From an optimization exercise on the open Yosys and OpenROAD flow, aimed at small area; shortcuts taken in it are not production practice.
In this exercise RTL edits were held to simulation tests only and were not proved equivalent to the original.
Power figures rest on the tool's default switching activity, not on a simulated workload.

## FPGA_TOP
module FPGA_TOP (
  input   wire          RESET,
  input   wire          SW1,
  input   wire          CLK,
  input   wire          BTNU,
  input   wire          BTNL,
  input   wire          BTNC,
  input   wire          BTNR,
  input   wire          BTND,
  output  wire  [11:0]  SEG,
  output  wire  [15:0]  LED
  ) ;
localparam [3:0] DZ = 4'b0010;    
reg M;                         
always @ (posedge CLK) M <= SW1;
wire CHG = SW1 ^ M;            
wire RS  = RESET | CHG;        
wire QC, QNC, QR, QNR;
btnflt bfc (.CLK(CLK), .RST(RESET), .FI(CHG), .BTN(BTNC), .BTNQ(QC), .BTNQN(QNC));
btnflt bfr (.CLK(CLK), .RST(RESET | SW1), .FI(1'b0), .BTN(BTNR), .BTNQ(QR), .BTNQN(QNR));
reg T;
always @ (posedge CLK) begin
    if (RS) T <= 0;
    else T <= T ^ (M ? QNC : QC);
end
localparam IDLE = 2'd0, RUN = 2'd1, PAUSE = 2'd2, DONE_ST = 2'd3;
reg [1:0] ST;
wire IDLEs = (ST == IDLE);
wire RUNs = (ST == RUN);
reg [9:0] P;
wire W100  = P[6] & P[5] & P[2];                         
wire W1000 = P[9] & P[8] & P[7] & P[6] & P[5] & P[3];    
wire PEN = M ? T : RUNs;
wire PCLR = RS | PEN & (M ? W100 : W1000);
wire [10:0] PC;
assign PC[0] = PEN;
genvar i;
generate for (i = 0; i < 10; i = i + 1) begin : pinc
    assign PC[i+1] = PC[i] & P[i];
    always @ (posedge CLK) P[i] <= ~PCLR & (P[i] ^ PC[i]);
end endgenerate
reg [15:0] S, V;
wire [15:0] SU, VD;
wire [3:0] S9, VZ;
generate for (i = 0; i < 4; i = i + 1) begin : dg
    dig_up   u (.D(S[4*i+3:4*i]), .Q(SU[4*i+3:4*i]), .TOP(S9[i]));
  ...
clock: 10.0 ns
lec_check: 0
cap_margin: 20
core_margin: 2
core_utilization: 60
cts_buf_list: sky130_fd_sc_hd__clkbuf_4
cts_cluster_diameter: 100
cts_cluster_size: 30
slew_margin: 20
run.sh (not shown) runs the stock make flow with config.mk's settings and CLKGATE_MAP_FILE= SYNTH_SCRIPT=/design/flow/synth_recipe.tcl, a recipe that flattens the netlist after the stock synthesis.
The starting point produced a clean layout.
Change:
==> flow/flow/run.sh (new file) <==
#!/bin/bash
# The standard layout (the standard.sh, ORFS) with these changes:
#  - after synthesis every logic cell gets its smallest drive strength
#    (flow/downsize.tcl, run at the start of the floorplan step),
#  - port buffers are sky130_fd_sc_hd__buf_1 instead of ORFS's pick,
#  - the constant outputs share one tie cell each for 0 and 1,
#  - clock tree synthesis uses sky130_fd_sc_hd__clkbuf_4 and no dummy loads.
set -euo pipefail
bash standard.sh \
  "FOOTPRINT_TCL=$PWD/flow/downsize.tcl" \
  "BUFFER_PORTS_ARGS=-buffer_cell sky130_fd_sc_hd__buf_1" \
  "SKIP_REPAIR_TIE_FANOUT=1" \
  "CTS_ARGS=-sink_clustering_enable -repair_clock_nets -dont_use_dummy_load -buf_list sky130_fd_sc_hd__clkbuf_4" \
  finish > flow_make.log 2>&1
==> flow/flow/downsize.tcl (new file) <==
# Sourced in the floorplan step (FOOTPRINT_TCL): give every logic cell that
# synthesis sized up the smallest drive strength of its kind. The later
# repair steps size up or buffer again where slew, load or timing needs it.
set n 0
foreach inst [get_cells *] {
  set master [get_property $inst ref_name]
  if { ![regexp {^(sky130_fd_sc_hd__[a-z0-9]+)_([0-9]+)$} $master -> base drive] } { continue }
  if { [regexp {^sky130_fd_sc_hd__(df|sdf|edf|dl|conb|tap|fill|decap|clk)} $base] } { continue }
  set best ""
  set best_area 1e9
  foreach cell [get_lib_cells */${base}_*] {
    set name [get_property $cell name]
    if { ![regexp "^${base}_\[0-9\]+\$" $name] } { continue }
    if { [get_property $cell dont_use] } { continue }
    set a [get_property $cell area]
    if { $a < $best_area } { set best_area $a; set best $name }
  }
  if { $best ne "" && $best ne $master } {
    replace_cell $inst $best
    incr n
  }
}
puts "downsize.tcl: replaced $n cells with smaller drive strengths"
==> flow/standard.sh (new file) <==
#!/bin/bash
# synth_recipe.tcl (not shown) runs the flow's synth.tcl, then flattens the netlist and writes it again
# the make line also repeats each setting of config.mk as NAME=value (left out here)
make -C /OpenROAD-flow-scripts/flow DESIGN_CONFIG=/design/flow/config.mk WORK_HOME=/design/flow/orfs CLKGATE_MAP_FILE= SYNTH_SCRIPT=/design/flow/synth_recipe.tcl "${@:-finish}"
--- a/flow/config.mk
+++ b/flow/config.mk
@@ -7,0 +8 @@
+export ABC_AREA = 1
@@ -10,4 +11,2 @@
-export CORE_UTILIZATION = 60
-export CTS_BUF_LIST = sky130_fd_sc_hd__clkbuf_4
-export CTS_CLUSTER_DIAMETER = 100
-export CTS_CLUSTER_SIZE = 30
+export CORE_UTILIZATION = 75
+export PLACE_DENSITY = 0.75
removed: flow/run.sh
Routed wire length shrinks by about 10%.
Non-clock buffer count is lower by 3.
Combinational power stays flat.
Via count climbs by about 1.7%.
Total power shrinks by 17%.
Change:
==> flow/run.sh (new file) <==
#!/bin/bash
# synth_recipe.tcl (not shown) runs the flow's synth.tcl, then flattens the netlist and writes it again
# the make line also repeats each setting of config.mk as NAME=value (left out here)
make -C /OpenROAD-flow-scripts/flow DESIGN_CONFIG=/design/flow/config.mk WORK_HOME=/design/flow/orfs CLKGATE_MAP_FILE= SYNTH_SCRIPT=/design/flow/synth_recipe.tcl finish
--- a/flow/config.mk
+++ b/flow/config.mk
@@ -8 +7,0 @@
-export ABC_AREA = 1
@@ -11,2 +10 @@
-export CORE_UTILIZATION = 75
-export PLACE_DENSITY = 0.75
+export CORE_UTILIZATION = 40
removed: flow/flow/run.sh
removed: flow/flow/downsize.tcl
removed: flow/standard.sh
Effect: Setup slack is worse by 1.2 ns. Cell area rose by about 13%. Cell count is unchanged. Critical path depth decreases by 4. Combinational power came out higher by about 2%. Clock power is higher by 92%. Total power increases by 27%. Die area came out higher by 81%.
Change:
==> flow/flow/run.sh (new file) <==
#!/bin/bash
# The standard layout (the standard.sh, ORFS) with these changes:
#  - after synthesis every logic cell gets its smallest drive strength
#    (flow/downsize.tcl, run at the start of the floorplan step),
#  - port buffers are sky130_fd_sc_hd__buf_1 instead of ORFS's pick,
#  - the constant outputs share one tie cell each for 0 and 1,
#  - clock tree synthesis uses sky130_fd_sc_hd__clkbuf_4 and no dummy loads.
set -euo pipefail
bash standard.sh \
  "FOOTPRINT_TCL=$PWD/flow/downsize.tcl" \
  "BUFFER_PORTS_ARGS=-buffer_cell sky130_fd_sc_hd__buf_1" \
  "SKIP_REPAIR_TIE_FANOUT=1" \
  "CTS_ARGS=-sink_clustering_enable -repair_clock_nets -dont_use_dummy_load -buf_list sky130_fd_sc_hd__clkbuf_4" \
  finish > flow_make.log 2>&1
==> flow/flow/downsize.tcl (new file) <==
# Sourced in the floorplan step (FOOTPRINT_TCL): give every logic cell that
# synthesis sized up the smallest drive strength of its kind. The later
# repair steps size up or buffer again where slew, load or timing needs it.
set n 0
foreach inst [get_cells *] {
  set master [get_property $inst ref_name]
  if { ![regexp {^(sky130_fd_sc_hd__[a-z0-9]+)_([0-9]+)$} $master -> base drive] } { continue }
  if { [regexp {^sky130_fd_sc_hd__(df|sdf|edf|dl|conb|tap|fill|decap|clk)} $base] } { continue }
  set best ""
  set best_area 1e9
  foreach cell [get_lib_cells */${base}_*] {
    set name [get_property $cell name]
    if { ![regexp "^${base}_\[0-9\]+\$" $name] } { continue }
    if { [get_property $cell dont_use] } { continue }
    set a [get_property $cell area]
    if { $a < $best_area } { set best_area $a; set best $name }
  }
  if { $best ne "" && $best ne $master } {
    replace_cell $inst $best
    incr n
  }
}
puts "downsize.tcl: replaced $n cells with smaller drive strengths"
==> flow/standard.sh (new file) <==
#!/bin/bash
# synth_recipe.tcl (not shown) runs the flow's synth.tcl, then flattens the netlist and writes it again
# the make line also repeats each setting of config.mk as NAME=value (left out here)
make -C /OpenROAD-flow-scripts/flow DESIGN_CONFIG=/design/flow/config.mk WORK_HOME=/design/flow/orfs CLKGATE_MAP_FILE= SYNTH_SCRIPT=/design/flow/synth_recipe.tcl "${@:-finish}"
--- a/flow/config.mk
+++ b/flow/config.mk
@@ -10 +10,2 @@
-export CORE_UTILIZATION = 40
+export CORE_UTILIZATION = 75
+export PLACE_DENSITY = 0.75
removed: flow/run.sh
After rerunning: First-iteration DRC count came out higher by about a fifth. Wire length shrinks by a few percent. Hold slack stays flat. Non-clock buffer count does not change. Maximum frequency rises by about a fifth. Clock-buffer cell count is lower by 3. Flip-flop and latch count stays the same. Clock power fell by well over a third.

========
The RTL this note starts from:
==> flow/design.v <==
`default_nettype none
module Decoder_7seg(
    input wire [3:0] D,
    output wire [7:0] SEG
);
assign SEG[0] = (~D[3] & ~D[2] & ~D[1]) | (D[3] & D[1] & ~D[0]);
assign SEG[1] = (D[2] & D[0]);
assign SEG[2] = (D[3] & ~D[2] & ~D[0]);
assign SEG[3] = (~D[3] & ~D[2] & D[0]) | (D[3] & D[1] & ~D[0]);
assign SEG[4] = (D[2] & ~D[0]) | (~D[3] & ~D[2] & D[0]) | (D[3] & D[1]);
assign SEG[5] = (~D[3] & ~D[2] & ~D[1]) | (D[3] & ~D[1] & ~D[0]);
assign SEG[6] = (~D[3] & ~D[2]);
assign SEG[7] = 1'b1;
endmodule
`default_nettype wire
`default_nettype none
module FPGA_TOP (
  input   wire          RESET,
  input   wire          SW1,
  input   wire          CLK,
  input   wire          BTNU,
  input   wire          BTNL,
  input   wire          BTNC,
  input   wire          BTNR,
  input   wire          BTND,
  output  wire  [11:0]  SEG,
  output  wire  [15:0]  LED
  ) ;
localparam [3:0] DZ = 4'b0010;    
reg M;                         
always @ (posedge CLK) M <= SW1;
wire CHG = SW1 ^ M;            
wire RS  = RESET | CHG;        
wire QC, QNC, QR, QNR;
btnflt bfc (.CLK(CLK), .RST(RESET), .FI(CHG), .BTN(BTNC), .BTNQ(QC), .BTNQN(QNC));
btnflt bfr (.CLK(CLK), .RST(RESET | SW1), .FI(1'b0), .BTN(BTNR), .BTNQ(QR), .BTNQN(QNR));
reg T;
always @ (posedge CLK) begin
    if (RS) T <= 0;
    else T <= T ^ (M ? QNC : QC);
end
localparam IDLE = 2'd0, RUN = 2'd1, PAUSE = 2'd2, DONE_ST = 2'd3;
reg [1:0] ST;
wire IDLEs = (ST == IDLE);
wire RUNs = (ST == RUN);
reg [9:0] P;
wire W100  = P[6] & P[5] & P[2];                         
wire W1000 = P[9] & P[8] & P[7] & P[6] & P[5] & P[3];    
wire PEN = M ? T : RUNs;
wire PCLR = RS | PEN & (M ? W100 : W1000);
wire [10:0] PC;
assign PC[0] = PEN;
genvar i;
generate for (i = 0; i < 10; i = i + 1) begin : pinc
    assign PC[i+1] = PC[i] & P[i];
    always @ (posedge CLK) P[i] <= ~PCLR & (P[i] ^ PC[i]);
end endgenerate
reg [15:0] S, V;
wire [15:0] SU, VD;
wire [3:0] S9, VZ;
generate for (i = 0; i < 4; i = i + 1) begin : dg
    dig_up   u (.D(S[4*i+3:4*i]), .Q(SU[4*i+3:4*i]), .TOP(S9[i]));
    dig_down d (.D(V[4*i+3:4*i]), .Q(VD[4*i+3:4*i]), .ZERO(VZ[i]));
end endgenerate
wire SEN = QR | (M & T & W100);
wire [3:0] SE = {SEN & S9[0] & S9[1] & S9[2], SEN & S9[0] & S9[1], SEN & S9[0], SEN};
wire C0 = VZ[0] & W1000;
wire [3:0] VE = {C0 & VZ[1] & VZ[2], C0 & VZ[1], C0, RUNs & W1000};
wire DN = &VZ & ~IDLEs;
integer k;
always @ (posedge CLK) begin
    for (k = 0; k < 4; k = k + 1) begin
        if (RS) S[4*k +: 4] <= DZ;
        else if (SE[k]) S[4*k +: 4] <= SU[4*k +: 4];
    end
    if (RS) V[3:0] <= DZ;
    else if (IDLEs) V[3:0] <= S[3:0];
    else if (VE[0]) V[3:0] <= VD[3:0];
    for (k = 1; k < 4; k = k + 1) begin
        if (RS) V[4*k +: 4] <= DZ;
        else if (VE[k]) V[4*k +: 4] <= VD[4*k +: 4];
        else if (IDLEs) V[4*k +: 4] <= S[4*k +: 4];
    end
end
always @ (posedge CLK) begin
    if (RESET | SW1 | M) ST <= IDLE;
    else case (ST)
        IDLE:  if (T) ST <= RUN;
        RUN:   if (DN) ST <= DONE_ST; else if (~T) ST <= PAUSE;
        PAUSE: if (T) ST <= RUN;
        default: if (~T) ST <= IDLE;
    endcase
end
reg [3:0] SC;
reg [1:0] A;
wire SCF  = ~SC[3] & ~(SC[1] ^ SC[0]) | SC[3] & ~SC[2] & SC[0];
wire SC10 = SC[3] & ~SC[2] & ~SC[0];
always @ (posedge CLK) begin
    SC[3:1] <= RS ? 3'd0 : SC[2:0];
    SC[0]   <= ~RESET & (CHG | SCF);
    if (RS) A <= 0;
    else if (SC10) A <= A + 2'd1;
end
reg [3:0] D;
always @(*) begin
    case (A)
        2'd0: D = V[3:0];
        2'd1: D = V[7:4];
        2'd2: D = V[11:8];
        default: D = V[15:12];
    endcase
    if (CHG) D = DZ;
end
wire [7:0] SEGD;
Decoder_7seg dec (.D(D), .SEG(SEGD));
assign SEG[7:0] = SEGD;
assign SEG[8]  = ~(CHG | A == 2'd0);
assign SEG[9]  = ~(~CHG & A == 2'd1);
assign SEG[10] = ~(~CHG & A == 2'd2);
assign SEG[11] = ~(~CHG & A == 2'd3);
assign LED = 16'd0;
endmodule
`default_nettype wire
`default_nettype none
module btnflt(
    input wire CLK, RST, BTN,
    input wire FI,            
    output reg BTNQ,          
    output wire BTNQN         
);
reg [6:0] S;
wire FB   = S[6] ^ S[5];
wire TERM = S[0] & S[1] & S[2] & S[4] & S[6];                 
wire ISI  = ~S[0] & ~S[1] & ~S[2] & ~S[3] & ~S[4] & ~S[5];    
wire ISC  = S[0] & ~S[1] & ~S[2] & ~S[3] & ~S[4] & ~S[5] & ~S[6];   
wire CLR  = RST | FI | TERM;
assign BTNQN = ISC & BTN;
always @ (posedge CLK) begin
    S[6:2] <= CLR ? 5'd0 : S[5:1];
    S[1]   <= CLR ? (TERM & BTN & ~RST & ~FI) : S[0];    
    S[0]   <= RST ? 1'b0 : (FI | ISI) ? BTN : TERM ? 1'b0 : FB;
    BTNQ   <= ~(RST | FI) & BTNQN;
end
endmodule
`default_nettype wire
`default_nettype none
module dig_up(
    input wire [3:0] D,
    output wire [3:0] Q,
    output wire TOP
);
assign Q[0] = (D[1]);
assign Q[1] = (D[2]);
assign Q[2] = (D[3]);
assign Q[3] = (~D[3] & ~D[2] & D[0]) | (D[3] & ~D[0]);
assign TOP = (~D[3] & ~D[1] & ~D[0]);
endmodule
`default_nettype wire
`default_nettype none
module dig_down(
    input wire [3:0] D,
    output wire [3:0] Q,
    output wire ZERO
);
assign Q[0] = (~D[3] & D[2]) | (~D[2] & D[1] & D[0]) | (D[3] & ~D[2]);
assign Q[1] = (D[0]);
assign Q[2] = (D[1]);
assign Q[3] = (D[2]);
assign ZERO = (~D[3] & D[1] & ~D[0]);
endmodule
`default_nettype wire
Settings: LEC_CHECK=0, CAP_MARGIN=20, CORE_MARGIN=2, CORE_UTILIZATION=85, PLACE_DENSITY=0.85, SLEW_MARGIN=20; clock period 10.0 ns.
standard.sh (not shown) runs the stock make flow with config.mk's settings and CLKGATE_MAP_FILE= SYNTH_SCRIPT=/design/flow/synth_recipe.tcl, a recipe that flattens the netlist after the stock synthesis.
==> flow/flow/run.sh <==
#!/bin/bash
# The standard layout (the standard.sh, ORFS) with these changes:
#  - after synthesis every logic cell gets its smallest drive strength
#    (flow/downsize.tcl, run at the start of the floorplan step),
#  - port buffers are sky130_fd_sc_hd__buf_1 instead of ORFS's pick,
#  - the constant outputs share one tie cell each for 0 and 1,
#  - clock tree synthesis uses sky130_fd_sc_hd__clkbuf_4 and no dummy loads.
set -euo pipefail
bash standard.sh \
  "FOOTPRINT_TCL=$PWD/flow/downsize.tcl" \
  "BUFFER_PORTS_ARGS=-buffer_cell sky130_fd_sc_hd__buf_1" \
  "SKIP_REPAIR_TIE_FANOUT=1" \
  "CTS_ARGS=-sink_clustering_enable -repair_clock_nets -dont_use_dummy_load -buf_list sky130_fd_sc_hd__clkbuf_4" \
  finish > flow_make.log 2>&1
==> flow/flow/downsize.tcl <==
# Sourced in the floorplan step (FOOTPRINT_TCL): give every logic cell that
# synthesis sized up the smallest drive strength of its kind. The later
# repair steps size up or buffer again where slew, load or timing needs it.
set n 0
foreach inst [get_cells *] {
  set master [get_property $inst ref_name]
  if { ![regexp {^(sky130_fd_sc_hd__[a-z0-9]+)_([0-9]+)$} $master -> base drive] } { continue }
  if { [regexp {^sky130_fd_sc_hd__(df|sdf|edf|dl|conb|tap|fill|decap|clk)} $base] } { continue }
  set best ""
  set best_area 1e9
  foreach cell [get_lib_cells */${base}_*] {
    set name [get_property $cell name]
    if { ![regexp "^${base}_\[0-9\]+\$" $name] } { continue }
    if { [get_property $cell dont_use] } { continue }
    set a [get_property $cell area]
    if { $a < $best_area } { set best_area $a; set best $name }
  }
  if { $best ne "" && $best ne $master } {
    replace_cell $inst $best
    incr n
  }
}
puts "downsize.tcl: replaced $n cells with smaller drive strengths"
Next try:
==> flow/flow/run.sh (replaced) <==
#!/bin/bash
# The standard layout (the standard.sh, ORFS) with three changes:
#  - port buffers are sky130_fd_sc_hd__buf_1 instead of ORFS's pick,
#  - the constant outputs share one tie cell each for 0 and 1,
#  - clock tree synthesis uses no dummy loads.
set -euo pipefail
bash standard.sh \
  "BUFFER_PORTS_ARGS=-buffer_cell sky130_fd_sc_hd__buf_1" \
  "SKIP_REPAIR_TIE_FANOUT=1" \
  "CTS_ARGS=-sink_clustering_enable -repair_clock_nets -dont_use_dummy_load" \
  finish > flow_make.log 2>&1
Settings changed: CORE_UTILIZATION 85 to 60, CTS_BUF_LIST from default to sky130_fd_sc_hd__clkbuf_4, PLACE_DENSITY 0.85 to default.
removed: flow/flow/downsize.tcl
The new run completed without violations.
Sequential share of layout area is lower by 1.4 points.
Register-to-register slack gets better by 0.13 ns.
Power grows by 9.4%.
Wire length goes down by 11%.
Sequential power stays flat.
Non-clock buffer count rose by 2.
Fmax drops by 1.2%.
Setup slack degrades by 0.070 ns.

==> port drivers added, routing unchanged <==
How much do the figures lean on ideal ports? The routed layouts below were timed once more, with nothing changed but the port constraints.
Step 1: set_driving_cell puts a clkbuf_16 on CLK and a buf_2 on each other input, an assumption about the parent block.
Step 2 also shifts input and output timing later by t, the mid clock arrival at the registers, as if the neighbouring blocks saw the same clock.
Slacks: ideal ports / drivers / drivers and shift; pairs: ideal ports / drivers.
| run | t (ns) | setup slack, ns | worst setup path at the end | latest minus earliest clock arrival (ns) | cell pins on the clock port's net |
|---|---|---|---|---|---|
| the first run of note 1 | 0.429 | 3.542 / 3.515 / 3.515 | input to output | 0.010 / 0.010 | 1 |
| the second run of note 1 | 0.402 | 4.646 / 4.623 / 4.623 | input to output | 0.037 / 0.037 | 1 |
| the third run of note 1 | 0.366 | 3.409 / 3.388 / 3.388 | input to output | 0.008 / 0.008 | 1 |
| the fourth run of note 1 | 0.432 | 4.349 / 4.323 / 4.323 | input to output | 0.028 / 0.027 | 1 |
| the first run of note 2 | 0.434 | 4.341 / 4.318 / 4.318 | input to output | 0.028 / 0.028 | 1 |
| the second run of note 2 | 0.360 | 4.271 / 4.250 / 4.250 | input to output | 0.014 / 0.015 | 1 |
After both steps every run listed still meets setup and hold. For the first run of note 1, which loses most, drivers alone change the setup slack by -0.027 ns; drivers and shift together by -0.027 ns.
